Background: an optimization exercise with open tools, aiming at small area. Do not read the settings as production practice. In this exercise RTL edits were held to simulation tests only and were not proved equivalent to the original. No activity file was given, so power comes from the tool's default toggle rates.

Design Motor, start of the top module:
module Motor(
	input clk,
	input rst,
	input KS_Circuit_out1,
	input KS_Circuit_out2,
	input btn3,
	input freq1,
	input freq,
	input indus,
	input indie,
	output PWM_out_L,
	output PWM_out_R,
	output GREEN,
	output RED,
	output BLUE,
	output IN1,
	output IN2,
	output IN3,
	output IN4,
	output servo,
	output LD1,
	output LD2,
	output LD3,
	output LD4,
	output LD5,
	output LD6,
	output LD7,
	output LD8
	);
export LEC_CHECK = 0
export CAP_MARGIN = 20
export CORE_MARGIN = 2
export CORE_UTILIZATION = 40
export SLEW_MARGIN = 20
create_clock -name core_clock -period 10.0 [get_ports {clk}]
standard.sh (not shown) runs the stock make flow with config.mk's settings and CLKGATE_MAP_FILE= SYNTH_SCRIPT=/design/flow/synth_recipe.tcl, a recipe that flattens the netlist after the stock synthesis.
==> flow/flow/run.sh <==
#!/bin/bash
# The standard layout (standard.sh: standard synthesis, floorplan, place,
# CTS, route, finish) with two arguments changed: the port buffers are buf_1
# cells, and clock tree synthesis uses clkbuf_8 buffers, sink clusters of at
# most 20 flip-flops within 60 um, and no dummy loads. make's full output goes
# to make_finish.log; ORFS keeps each step's own log under orfs/logs/.
set -euo pipefail
bash standard.sh \
  "BUFFER_PORTS_ARGS=-buffer_cell sky130_fd_sc_hd__buf_1" \
  "CTS_ARGS=-sink_clustering_enable -repair_clock_nets -dont_use_dummy_load -buf_list sky130_fd_sc_hd__clkbuf_8 -sink_clustering_size 24 -sink_clustering_max_diameter 50" \
  finish > make_finish.log 2>&1
The starting point finished with timing, DRC and antenna clean.
Change:
==> flow/flow/run.sh (replaced) <==
#!/bin/bash
# The standard layout (standard.sh: standard synthesis, floorplan, place,
# CTS, route, finish), with only the clock tree synthesis arguments changed:
# clkbuf_8 buffers, sink clusters of at most 20 flip-flops within 60 um, and
# no dummy loads. make's full output goes to make_finish.log; ORFS keeps each
# step's own log under orfs/logs/.
set -euo pipefail
bash standard.sh "CTS_ARGS=-sink_clustering_enable -repair_clock_nets -dont_use_dummy_load -buf_list sky130_fd_sc_hd__clkbuf_8 -sink_clustering_size 20 -sink_clustering_max_diameter 60" finish > make_finish.log 2>&1
Wire length went down by 0.36%.
Final area came out higher by about 0.6%.
Global-route usage is lower by 0.12 points.
Clock-buffer cell count fell by 3.
Utilization goes up by 0.27 points.
Critical path depth is unchanged.
Worst setup slack gains 110 ps.
Via count came out lower by 0.68%.
Area after synthesis stays the same.
Power went down by 0.64%.
Die area stays the same.
Change:
==> flow/flow/run.sh (replaced) <==
#!/bin/bash
# The standard layout (standard.sh: standard synthesis, floorplan, place,
# CTS, route, finish) with two arguments changed: the port buffers are buf_1
# cells, and clock tree synthesis uses clkbuf_8 buffers, sink clusters of at
# most 20 flip-flops within 60 um, and no dummy loads. make's full output goes
# to make_finish.log; ORFS keeps each step's own log under orfs/logs/.
set -euo pipefail
bash standard.sh \
  "BUFFER_PORTS_ARGS=-buffer_cell sky130_fd_sc_hd__buf_1" \
  "CTS_ARGS=-sink_clustering_enable -repair_clock_nets -dont_use_dummy_load -buf_list sky130_fd_sc_hd__clkbuf_8 -sink_clustering_size 20 -sink_clustering_max_diameter 60" \
  finish > make_finish.log 2>&1
What happened:
- cell area falls by 1.3%
- die area stays the same
- fmax decreases by 2.1%
- count of clock-buffer cells in the layout drops by 6
- sequential power hardly moves
- power decreases by 3.3%
- worst setup slack loses 110 ps
- hold slack is about the same
- global-route usage decreases by 0.20 points
- combinational power hardly moves
- clock skew drops by 10 ps
Change:
--- a/flow/flow/run.sh
+++ b/flow/flow/run.sh
@@ -10 +10 @@
-  "CTS_ARGS=-sink_clustering_enable -repair_clock_nets -dont_use_dummy_load -buf_list sky130_fd_sc_hd__clkbuf_8 -sink_clustering_size 20 -sink_clustering_max_diameter 60" \
+  "CTS_ARGS=-sink_clustering_enable -repair_clock_nets -dont_use_dummy_load -buf_list sky130_fd_sc_hd__clkbuf_4 -sink_clustering_size 8 -sink_clustering_max_diameter 40" \
Die area is unchanged.
Combinational power barely changes.
Final area is about the same.
Core utilization barely changes.
Flip-flop and latch count does not change.
Wire length goes up by about 1.2%.
Sequential power barely changes.

-- what the ideal ports hide --
In the flow no input, the clock included, has a driving cell. The finished layouts below were timed again as built, in two steps.
Step 1 assumes that a clkbuf_16 drives the clock port and a buf_2 every other input.
Step 2 also shifts input and output timing later by t, the mid clock arrival at the registers, as if the neighbouring blocks saw the same clock.
a / b / c = no drivers / after step 1 / after step 2; a / b = the first two.
run | t (ns) | setup slack, ns | clock arrival spread, ns
the first run | 0.631 | 4.634 / 4.634 / 4.634 | 0.093 / 0.094
the second run | 0.623 | 4.746 / 4.746 / 4.746 | 0.088 / 0.089
the third run | 0.652 | 4.636 / 4.636 / 4.636 | 0.083 / 0.083
the fourth run | 0.812 | 4.626 / 4.626 / 4.626 | 0.087 / 0.086
After both steps setup and hold are still met in every run listed.
